Background: an optimization exercise with open tools, aiming at small area, a short achievable clock period and few clock cycles per item. Do not read the settings as production practice.
RTL that was checked went through simulation tests only; none was proved equivalent to the original.
No activity file was given, so power comes from the tool's default toggle rates.

==> inputs of trial 26 <==
Design net_16_16_8_4_16_1_8, start of the top module:
module net_16_16_8_4_16_1_8(clk, reset, input_valid, input_ready, input_data, output_valid, output_ready, output_data);
==> flow/config.mk <==
export PLATFORM = sky130hd
export DESIGN_NAME = net_16_16_8_4_16_1_8
export DESIGN_NICKNAME = net_16_16_8_4_16_1_8
export VERILOG_FILES = /design/flow/design.v
export SDC_FILE = /design/flow/constraint.sdc
export NUM_CORES = 4
export LEC_CHECK = 0
export ABC_AREA = 1
export CAP_MARGIN = 20
export CORE_MARGIN = 2
export CORE_UTILIZATION = 40
export CTS_CLUSTER_DIAMETER = 100
export CTS_CLUSTER_SIZE = 20
export SLEW_MARGIN = 20
==> flow/constraint.sdc <==
create_clock -name core_clock -period 10.0 [get_ports {clk}]
set_input_delay 2.0000 -clock core_clock [delete_from_list [all_inputs] [get_ports {clk}]]
set_output_delay 2.0000 -clock core_clock [all_outputs]
set_load 0.01 [all_outputs]
standard.sh (not shown) runs the stock make flow with config.mk's settings and CLKGATE_MAP_FILE= SYNTH_SCRIPT=/design/flow/synth_recipe.tcl, a recipe that flattens the netlist after the stock synthesis.
==> flow/flow/run.sh <==
#!/bin/bash
# Standard ORFS layout (the standard.sh), with timing repair aimed at a tighter
# setup target than the 10 ns clock: repair_timing treats paths with less than
# SETUP_SLACK_MARGIN ns of slack as violations. Constraints (SDC) are unchanged.
set -o pipefail
MARGIN=$(cat flow/margin.txt 2>/dev/null || echo 6.4)
bash standard.sh SETUP_SLACK_MARGIN=$MARGIN finish 2>&1 | tee flow_make.log
==> flow/flow/margin.txt <==
6.8
==> build 49 (differences from trial 26) <==
--- a/flow/design.v
+++ b/flow/design.v
@@ -1039,11 +1039,11 @@
 output signed [15:0] output_data;
 output output_valid, input_ready;
 reg [3:0] col1;
 reg rdy;
 assign input_ready = rdy;
-wire in_fire = input_valid & ~rdy_n;
+wire in_fire = input_valid & rdy;
 reg [15:0] x1;
 reg f1x, l1x, f1m, l1m, f1p, l1p, done1;
 reg [15:0] x2buf [0:15];    
 reg x2full; reg [3:0] col2;
 reg [15:0] x2;
@@ -1053,15 +1053,14 @@
 reg [15:0] x3;
 reg f3x, l3x, f3m, l3m, f3p, l3p, done3;
 reg [15:0] ob [0:3];
 reg [3:0] ov;
 reg res3;    
-reg rdy_n, ov0_n;    
 assign output_data = ob[0];
 assign output_valid = ov[0];
-wire out_fire = ~ov0_n & output_ready;
-wire ob_empty = ov0_n;
+wire out_fire = ov[0] & output_ready;
+wire ob_empty = ~ov[0];
 wire [15:0] acc1 [0:15];
 wire [15:0] acc2 [0:7];
 wire [15:0] acc3 [0:3];    
 wire l3_pending = l3x | l3m | l3p | done3;
 wire fin3 = done3 | res3;
@@ -1083,32 +1082,30 @@
   f2m <= f2x; l2m <= l2x; f2p <= f2m; l2p <= l2m;
   x3 <= issue3 ? {1'b0, x3sel[14:0] & {15{~x3sel[15]}}} : 16'd0;
   f3x <= issue3 & (i3[3:1] == 3'd0); l3x <= issue3 & (i3 == 4'd15);
   f3m <= f3x; l3m <= l3x; f3p <= f3m; l3p <= l3m;
   if (reset) begin
-    col1 <= 4'd0; rdy <= 1'b1; rdy_n <= 1'b0; ov0_n <= 1'b1;
+    col1 <= 4'd0; rdy <= 1'b1;
     f1x <= 1'b0; l1x <= 1'b0; f1m <= 1'b0; l1m <= 1'b0; f1p <= 1'b0; l1p <= 1'b0; done1 <= 1'b0;
     x2full <= 1'b0; col2 <= 4'd0;
     f2x <= 1'b0; l2x <= 1'b0; f2m <= 1'b0; l2m <= 1'b0; f2p <= 1'b0; l2p <= 1'b0; done2 <= 1'b0;
     x3full <= 1'b0; i3 <= 4'd0; run3 <= 1'b0; res3 <= 1'b0;
     f3x <= 1'b0; l3x <= 1'b0; f3m <= 1'b0; l3m <= 1'b0; f3p <= 1'b0; l3p <= 1'b0; done3 <= 1'b0;
     ov <= 4'd0;
   end else begin
     col1 <= col1_n;
     rdy <= (col1_n != 4'd15) | x2_free5;
-    rdy_n <= ~((col1_n != 4'd15) | x2_free5);
     done1 <= l1p;
     if (issue2) col2 <= col2 + 4'd1;
     if (done1) x2full <= 1'b1; else if (issue2 & (col2 == 4'd15)) x2full <= 1'b0;
     done2 <= l2p;
     if (issue3) i3 <= i3 + 4'd1;
     if (start3) run3 <= 1'b1; else if (i3 == 4'd15) run3 <= 1'b0;
     if (done2) x3full <= 1'b1; else if (issue3 & (i3 == 4'd15)) x3full <= 1'b0;
     done3 <= l3p;
     res3 <= fin3 & ~ob_empty;
     if (unload3) ov <= 4'b1111; else if (out_fire) ov <= {1'b0, ov[3:1]};
-    if (unload3) ov0_n <= 1'b0; else if (out_fire) ov0_n <= ~ov[1];
   end
 end
 always @(posedge clk) begin
   if (done1) begin
     x2buf[0] <= acc1[0];
@@ -1152,11 +1149,10 @@
     x3buf[4] <= acc2[4];
     x3buf[5] <= acc2[5];
     x3buf[6] <= acc2[6];
     x3buf[7] <= acc2[7];
   end
-  if (reset) ob[0] <= 16'd0; else
   if (unload3) begin
     ob[0] <= {1'b0, acc3[0][14:0] & {15{~acc3[0][15]}}};
     ob[1] <= {1'b0, acc3[1][14:0] & {15{~acc3[1][15]}}};
     ob[2] <= {1'b0, acc3[2][14:0] & {15{~acc3[2][15]}}};
     ob[3] <= {1'b0, acc3[3][14:0] & {15{~acc3[3][15]}}};
==> flow/flow/margin.txt (replaced) <==
6.7
==> comparison table <==
                                                             trial 26      build 49
Outcome                                      timing/DRC/antenna clean  timing/DRC/antenna clean
Portion of total power attributed to sequential cells           0.372         0.374
Distinct cell type count after synthesis                           53            55
Switching power as a share of total power                       0.409         0.409
Seq/Total Area, Yosys                                           0.350         0.351
Hold path startpoint                                              f3m           f2m
Internal Pwr Total                                            27.0 mW       26.9 mW
Share of the synthesized area in the top cell type              0.304         0.301
Overall fraction of global-route tracks in use                  0.217         0.214
Cell type of the slowest stage on the worst timing path       dfxtp_4      edfxtp_1
Post-Place Cells                                                24272         24199
Routed met2 length                                             224 mm        225 mm
Fillers                                                         41929         42174
Crit path launch                                             ob[0][4]      ob[0][0]
Relative max-transition margin                                  0.219         0.207
Detail Placement HPWL                                          344 mm        341 mm
Final std cell area, no fill                             187000 sq um  186000 sq um
Max rail drop VDD                                          0.000251 V    0.000162 V
Reported clock group power                                    7.49 mW       7.52 mW
Fraction of area in registers                                   0.324         0.327
Testbench counts of trial 26, summed over its fixed seeds: cycles 3,456, vectors 192.
Testbench counts of build 49, summed over its fixed seeds: cycles 3,456, vectors 192.

========
==> try-fjord: inputs <==
Another version of the RTL of net_16_16_8_4_16_1_8 (not shown whole).
Settings: LEC_CHECK=0, ABC_CLOCK_PERIOD_IN_PS=3000, CAP_MARGIN=20, CORE_MARGIN=2, CORE_UTILIZATION=60, SLEW_MARGIN=20; clock period 10.0 ns.
run.sh (not shown) runs the stock make flow with config.mk's settings and CLKGATE_MAP_FILE= SYNTH_SCRIPT=/design/flow/synth_recipe.tcl, a recipe that flattens the netlist after the stock synthesis.
Stock flow here: none of the scripts above is used.
==> try-juniper (differences from try-fjord) <==
==> flow/flow/run.sh (new file) <==
#!/bin/bash
# Standard ORFS layout (the standard.sh), with timing repair aimed at a tighter
# setup target than the 10 ns clock: repair_timing treats paths with less than
# SETUP_SLACK_MARGIN ns of slack as violations. Constraints (SDC) are unchanged.
set -o pipefail
MARGIN=$(cat flow/margin.txt 2>/dev/null || echo 6.4)
bash standard.sh SETUP_SLACK_MARGIN=$MARGIN finish 2>&1 | tee flow_make.log
==> flow/flow/margin.txt (new file) <==
6.4
==> flow/standard.sh (new file) <==
#!/bin/bash
# synth_recipe.tcl (not shown) runs the flow's synth.tcl, then flattens the netlist and writes it again
# the make line also repeats each setting of config.mk as NAME=value (left out here)
make -C /OpenROAD-flow-scripts/flow DESIGN_CONFIG=/design/flow/config.mk WORK_HOME=/design/flow/orfs CLKGATE_MAP_FILE= SYNTH_SCRIPT=/design/flow/synth_recipe.tcl "${@:-finish}"
Settings changed: ABC_CLOCK_PERIOD_IN_PS 3000 to default, CORE_UTILIZATION 60 to 40.
removed: flow/run.sh
==> comparison <==
In try-fjord the register-to-register slack is lower than in try-juniper, by 0.96 ns.
Between try-fjord and try-juniper, the lower final cell count is in try-fjord (gap about 9%, measured against try-juniper).
Between try-fjord and try-juniper, the lower global-route usage is in try-juniper (gap 11 points).
In try-juniper the count of clock-buffer cells in the layout is lower than in try-fjord, by 10.
In try-juniper the critical path depth is lower than in try-fjord, by 5.
Against try-fjord, the non-clock buffer count of try-juniper is higher by 152.
==> figures <==
| quantity | try-juniper | try-fjord |
|---|---|---|
| Run status | timing/DRC/antenna clean | timing/DRC/antenna clean |
| Layout cells sized above 1 | 0.0957 | 0.0588 |
| Total number of nets in the final design | 21000 | 20800 |
| Detail Placement HPWL | 369000 um | 364000 um |
| # diodes | 15 | 20 |
| Cell with the largest stage delay on the worst path | sky130_fd_sc_hd__a222oi_1 | sky130_fd_sc_hd__a31oi_1 |
| Antenna violations before repair | 30 | 31 |
| Met3 wire length | 32300 um | 35500 um |
| Overall Global Routing Usage | 0.218 | 0.324 |
| Total number of multi-input combinational cells | 12200 | 12100 |
| Overall power of the completed layout | 46.6 mW | 44.3 mW |
| Final WL | 530000 um | 515000 um |
| Power density of the placed cells | 223 mW/mm2 | 221 mW/mm2 |
| Final area over synthesized area | 1.122x | 1.077x |
No functional check of the RTL was part of any run of this note.

========
==> harbor <==
net_16_16_8_4_16_1_8, a different RTL version from the one above (not shown whole).
clock: 10.0 ns
lec_check: 0
abc_area: 1
cap_margin: 20
core_margin: 2
core_utilization: 40
cts_cluster_diameter: 100
cts_cluster_size: 30
slew_margin: 20
standard.sh (not shown) runs the stock make flow with config.mk's settings and CLKGATE_MAP_FILE= SYNTH_SCRIPT=/design/flow/synth_recipe.tcl, a recipe that flattens the netlist after the stock synthesis.
==> flow/flow/run.sh <==
#!/bin/bash
# Standard ORFS layout (the standard.sh), with timing repair aimed at a tighter
# setup target than the 10 ns clock: repair_timing treats paths with less than
# SETUP_SLACK_MARGIN ns of slack as violations. Constraints (SDC) are unchanged.
set -o pipefail
MARGIN=$(cat flow/margin.txt 2>/dev/null || echo 6.4)
bash standard.sh SETUP_SLACK_MARGIN=$MARGIN finish 2>&1 | tee flow_make.log
==> flow/flow/margin.txt <==
6.6
==> raven (differences from harbor) <==
--- a/flow/design.v
+++ b/flow/design.v
@@ -700,11 +700,11 @@
   wire k99 = k31 ^ k83;
   wire [15:0] s = {k99, k98, k97, k96, k95, k94, k93, k92, k91, k90, k89, k88, k87, k86, k85, k1};
   wire sovf = (acc[15] == p[15]) & (s[15] != p[15]);
   always @(posedge clk) acc <= fp ? p : sovf ? {p[15], {15{~p[15]}}} : s;
 endmodule
-module mac_r (input clk, input [15:0] x, input [11:0] code, input fp, input en, output reg [15:0] acc, output reg [15:0] acc2);
+module mac_r (input clk, input [15:0] x, input [11:0] code, input fp, output reg [15:0] acc, output reg [15:0] acc2);
   wire n1 = ((code[1] & x[0])) ^ code[0];
   wire n2 = ((code[1] & x[1]) | (code[2] & x[0])) ^ code[0];
   wire n3 = ((code[1] & x[2]) | (code[2] & x[1])) ^ code[0];
   wire n4 = ((code[1] & x[3]) | (code[2] & x[2])) ^ code[0];
   wire n5 = ((code[1] & x[4]) | (code[2] & x[3])) ^ code[0];
@@ -1050,11 +1050,12 @@
   wire k97 = k27 ^ k81;
   wire k98 = k29 ^ k69;
   wire k99 = k31 ^ k83;
   wire [15:0] s = {k99, k98, k97, k96, k95, k94, k93, k92, k91, k90, k89, k88, k87, k86, k85, k1};
   wire sovf = (acc2[15] == p[15]) & (s[15] != p[15]);
-  always @(posedge clk) if (en) begin acc <= fp ? p : sovf ? {p[15], {15{~p[15]}}} : s; acc2 <= acc; end
+  always @(posedge clk) acc <= fp ? p : sovf ? {p[15], {15{~p[15]}}} : s;
+  always @(posedge clk) acc2 <= acc;
 endmodule
 module net_16_16_8_4_16_1_8(clk, reset, input_valid, input_ready, input_data, output_valid, output_ready, output_data);
 input clk, reset, input_valid, output_ready;
 input signed [15:0] input_data;
 output signed [15:0] output_data;
@@ -1063,38 +1064,38 @@
 reg rdy;
 assign input_ready = rdy;
 wire in_fire = input_valid & rdy;
 reg [15:0] x1;
 reg f1x, l1x, f1m, l1m, f1p, l1p, done1;
-reg [15:0] x2buf [0:15];    
+reg [15:0] x2buf [0:15];
 reg x2full; reg [3:0] col2;
 reg [15:0] x2;
 reg f2x, l2x, f2m, l2m, f2p, l2p, done2;
 reg [15:0] x3buf [0:7];
 reg x3full; reg [3:0] i3; reg run3;
 reg [15:0] x3;
 reg f3x, l3x, f3m, l3m, f3p, l3p, done3;
 reg [15:0] ob [0:3];
 reg [3:0] ov;
-reg res3;    
+reg [15:0] wb [0:3];
+reg wfull;
 assign output_data = ob[0];
 assign output_valid = ov[0];
 wire out_fire = ov[0] & output_ready;
 wire ob_empty = ~ov[0];
 wire [15:0] acc1 [0:15];
 wire [15:0] acc2 [0:7];
 wire [15:0] acc3 [0:3];    
 wire l3_pending = l3x | l3m | l3p | done3;
-wire fin3 = done3 | res3;
-wire unload3 = fin3 & ob_empty;
-wire start3 = x3full & ~run3 & ~res3 & (~l3_pending | ob_empty);
+wire start3 = x3full & ~run3 & ((~ov[0] & ~wfull) | (~l3_pending & ~(ov[0] & wfull)));
 wire issue3 = run3 | start3;
 wire x3_free4 = ~x3full | (run3 & (i3 >= 4'd11));
 wire issue2 = x2full & ((col2 != 4'd15) | x3_free4);
 wire x2_free5 = ~x2full | ((col2 >= 4'd10) & (~x3full | (run3 & (({1'b0, i3} + 5'd4) >= {1'b0, col2}))));
+wire move = ~ov[0] & wfull;
 wire [3:0] col1_n = col1 + {3'd0, in_fire};
-wire [15:0] x2sel = x2buf[0];
+wire [15:0] x2sel = x2buf[col2];
 wire [15:0] x3sel = x3buf[i3[3:1]];
 always @(posedge clk) begin
   x1 <= in_fire ? input_data : 16'd0;
   f1x <= in_fire & (col1 == 4'd0); l1x <= in_fire & (col1 == 4'd15);
   f1m <= f1x; l1m <= l1x; f1p <= f1m; l1p <= l1m;
@@ -1107,11 +1108,11 @@
   if (reset) begin
     col1 <= 4'd0; rdy <= 1'b1;
     f1x <= 1'b0; l1x <= 1'b0; f1m <= 1'b0; l1m <= 1'b0; f1p <= 1'b0; l1p <= 1'b0; done1 <= 1'b0;
     x2full <= 1'b0; col2 <= 4'd0;
     f2x <= 1'b0; l2x <= 1'b0; f2m <= 1'b0; l2m <= 1'b0; f2p <= 1'b0; l2p <= 1'b0; done2 <= 1'b0;
-    x3full <= 1'b0; i3 <= 4'd0; run3 <= 1'b0; res3 <= 1'b0;
+    x3full <= 1'b0; i3 <= 4'd0; run3 <= 1'b0; wfull <= 1'b0;
     f3x <= 1'b0; l3x <= 1'b0; f3m <= 1'b0; l3m <= 1'b0; f3p <= 1'b0; l3p <= 1'b0; done3 <= 1'b0;
     ov <= 4'd0;
   end else begin
     col1 <= col1_n;
     rdy <= (col1_n != 4'd15) | x2_free5;
@@ -1121,12 +1122,12 @@
     done2 <= l2p;
     if (issue3) i3 <= i3 + 4'd1;
     if (start3) run3 <= 1'b1; else if (i3 == 4'd15) run3 <= 1'b0;
     if (done2) x3full <= 1'b1; else if (issue3 & (i3 == 4'd15)) x3full <= 1'b0;
     done3 <= l3p;
-    res3 <= fin3 & ~ob_empty;
-    if (unload3) ov <= 4'b1111; else if (out_fire) ov <= {1'b0, ov[3:1]};
+    if ((done3 & ~ov[0] & ~wfull) | move) ov <= 4'b1111; else if (out_fire) ov <= {1'b0, ov[3:1]};
+    if (done3 & (ov[0] | wfull)) wfull <= 1'b1; else if (move) wfull <= 1'b0;
   end
 end
 always @(posedge clk) begin
   if (done1) begin
     x2buf[0] <= acc1[0];
@@ -1143,26 +1144,10 @@
     x2buf[11] <= acc1[11];
     x2buf[12] <= acc1[12];
     x2buf[13] <= acc1[13];
     x2buf[14] <= acc1[14];
     x2buf[15] <= acc1[15];
-  end else begin
-    if (issue2) x2buf[0] <= x2buf[1];
-    x2buf[1] <= x2buf[2];
-    x2buf[2] <= x2buf[3];
-    x2buf[3] <= x2buf[4];
-    x2buf[4] <= x2buf[5];
-    x2buf[5] <= x2buf[6];
-    x2buf[6] <= x2buf[7];
-    x2buf[7] <= x2buf[8];
-    x2buf[8] <= x2buf[9];
-    x2buf[9] <= x2buf[10];
-    x2buf[10] <= x2buf[11];
-    x2buf[11] <= x2buf[12];
-    x2buf[12] <= x2buf[13];
-    x2buf[13] <= x2buf[14];
-    x2buf[14] <= x2buf[15];
   end
   if (done2) begin
     x3buf[0] <= acc2[0];
     x3buf[1] <= acc2[1];
     x3buf[2] <= acc2[2];
@@ -1170,11 +1155,22 @@
     x3buf[4] <= acc2[4];
     x3buf[5] <= acc2[5];
     x3buf[6] <= acc2[6];
     x3buf[7] <= acc2[7];
   end
-  if (unload3) begin
+  if (done3 & (ov[0] | wfull)) begin
+    wb[0] <= {1'b0, acc3[0][14:0] & {15{~acc3[0][15]}}};
+    wb[1] <= {1'b0, acc3[1][14:0] & {15{~acc3[1][15]}}};
+    wb[2] <= {1'b0, acc3[2][14:0] & {15{~acc3[2][15]}}};
+    wb[3] <= {1'b0, acc3[3][14:0] & {15{~acc3[3][15]}}};
+  end
+  if (move) begin
+    ob[0] <= wb[0];
+    ob[1] <= wb[1];
+    ob[2] <= wb[2];
+    ob[3] <= wb[3];
+  end else if (done3 & ~ov[0] & ~wfull) begin
     ob[0] <= {1'b0, acc3[0][14:0] & {15{~acc3[0][15]}}};
     ob[1] <= {1'b0, acc3[1][14:0] & {15{~acc3[1][15]}}};
     ob[2] <= {1'b0, acc3[2][14:0] & {15{~acc3[2][15]}}};
     ob[3] <= {1'b0, acc3[3][14:0] & {15{~acc3[3][15]}}};
   end else if (out_fire) begin
@@ -1280,11 +1276,11 @@
 always @(posedge clk) m2_7_k <= m2_7_T[col2*12 +: 12];
 mac_u m2_7 (.clk(clk), .x(x2), .code(m2_7_k), .fp(f2p), .acc(acc2[7]));
 localparam [191:0] m3_0_T = 192'h5550d801a002b03612a850d8a124d84ea08282a11d69d8d5;
 reg [11:0] m3_0_k;
 always @(posedge clk) m3_0_k <= m3_0_T[i3*12 +: 12];
-mac_r m3_0 (.clk(clk), .x(x3), .code(m3_0_k), .fp(f3p), .en(~(fin3 & ~ob_empty)), .acc(acc3[1]), .acc2(acc3[0]));
+mac_r m3_0 (.clk(clk), .x(x3), .code(m3_0_k), .fp(f3p), .acc(acc3[1]), .acc2(acc3[0]));
 localparam [191:0] m3_1_T = 192'ha9aaa501baa81637538ea6230ea6db71872809a41da250db;
 reg [11:0] m3_1_k;
 always @(posedge clk) m3_1_k <= m3_1_T[i3*12 +: 12];
-mac_r m3_1 (.clk(clk), .x(x3), .code(m3_1_k), .fp(f3p), .en(~(fin3 & ~ob_empty)), .acc(acc3[3]), .acc2(acc3[2]));
+mac_r m3_1 (.clk(clk), .x(x3), .code(m3_1_k), .fp(f3p), .acc(acc3[3]), .acc2(acc3[2]));
 endmodule
==> flow/flow/margin.txt (replaced) <==
6.4
==> flow/config.mk (replaced) <==
export PLATFORM = sky130hd
export DESIGN_NAME = net_16_16_8_4_16_1_8
export DESIGN_NICKNAME = net_16_16_8_4_16_1_8
export VERILOG_FILES = /design/flow/design.v
export SDC_FILE = /design/flow/constraint.sdc
export NUM_CORES = 4
export LEC_CHECK = 0
export CAP_MARGIN = 20
export CORE_MARGIN = 2
export CORE_UTILIZATION = 40
export SLEW_MARGIN = 20
==> quartz (differences from harbor) <==
--- a/flow/config.mk
+++ b/flow/config.mk
@@ -7,8 +7,6 @@
 export LEC_CHECK = 0
 export ABC_AREA = 1
 export CAP_MARGIN = 20
 export CORE_MARGIN = 2
 export CORE_UTILIZATION = 40
-export CTS_CLUSTER_DIAMETER = 100
-export CTS_CLUSTER_SIZE = 30
 export SLEW_MARGIN = 20
==> out/qor.txt <==
status -> timing/DRC/antenna clean
pwr/cell area -> 234 nW/um^2
Row Count -> 244
signal buffers share of area -> 1.55%
multi-input logic cell count -> 11400
Synth top area share -> 27.6%
Die Area -> 450000 um^2
minimum clock period -> 3.63 ns
The numbers above come from raven.

==> out/qor.txt <==
Post-synth EDFFs -> 284
Die Area -> 441000 um^2
top cells by count, synth -> 2936 x nand2_1, 2778 x inv_1, 2613 x dfxtp_1
sequential share of cell area -> 31.6%
status -> timing/DRC/antenna clean
signal buffers share of area -> 1.06%
minimum clock period -> 3.53 ns
simple logic cell fraction of the synthesized area -> 10.5%
complex-gate fraction of the synthesized area -> 10.2%
1st-pass router iterations -> 6
multi-input logic cell count -> 12500
average cell area after synthesis -> 9.04 um^2
Synth top area share -> 30.0%
pwr/cell area -> 237 nW/um^2
Row Count -> 242
CP Max Fanout -> 2
max reg flops -> 256
The numbers above come from quartz.

==> out/qor.txt <==
status -> timing/DRC/antenna clean
seq_cells -> 2897
Tot GR Track Use -> 21.0%
Max-Slew Margin vs Limit -> 19.1%
signal buffers share of area -> 1.12%
minimum clock period -> 3.58 ns
Finished Layout Cells -> 24500
Clock Latency Late Sink -> 0.97 ns
DIE WIDTH -> 664 um
Row Count -> 242
multi-input logic cell count -> 12500
pwr/cell area -> 213 nW/um^2
Die Area -> 441000 um^2
drt wl/cell -> 19.4 um
The numbers above come from harbor.

Testbench counts of harbor, summed over its fixed seeds: cycles 3,456, vectors 192.
Testbench counts of raven, summed over its fixed seeds: cycles 3,456, vectors 192.
Testbench counts of quartz, summed over its fixed seeds: cycles 3,456, vectors 192.

## what the ideal ports hide
No port has a modelled driver above. Below, the same layouts with a new extraction and two added sets of constraints. Step 1 sets driving cells, clkbuf_16 on the clock port and buf_2 on the other inputs (assumed; they add their load-dependent delay and slew). Step 2 also shifts input and output timing later by t, the mid clock arrival at the registers, as if the neighbouring blocks saw the same clock. Three values: no drivers, after step 1, after step 2; two values: the first two.
| run | shift t [ns] | slack for setup (ns) | worst hold slack (ns) | latest minus earliest clock arrival (ns) | worst slew at a driven data input, ns |
|---|---|---|---|---|---|
| trial 26 | 1.038 | 6.524 / 6.406 / 6.028 | 0.359 / 0.359 / 0.359 | 0.068 / 0.067 | 0.06 |
| build 49 | 1.019 | 6.459 / 6.339 / 5.871 | 0.364 / 0.364 / 0.364 | 0.095 / 0.094 | 0.08 |
| try-fjord | 1.034 | 5.466 / 5.466 / 5.466 | 0.418 / 0.418 / 0.418 | 0.040 / 0.040 | 0.07 |
| try-juniper | 1.089 | 6.423 / 6.386 / 5.790 | 0.432 / 0.432 / 0.432 | 0.074 / 0.073 | 0.04 |
| harbor | 1.065 | 6.424 / 6.344 / 5.844 | 0.399 / 0.399 / 0.399 | 0.064 / 0.063 | 0.09 |
| raven | 1.050 | 6.372 / 6.371 / 5.761 | 0.338 / 0.338 / 0.338 | 0.127 / 0.127 | 0.04 |
| quartz | 1.066 | 6.470 / 6.351 / 5.862 | 0.392 / 0.392 / 0.392 | 0.075 / 0.074 | 0.09 |
After both steps setup and hold are still met in every run listed. The setup slack of try-juniper, which loses most, moves by -0.037 ns with the drivers and by -0.633 ns with both steps.
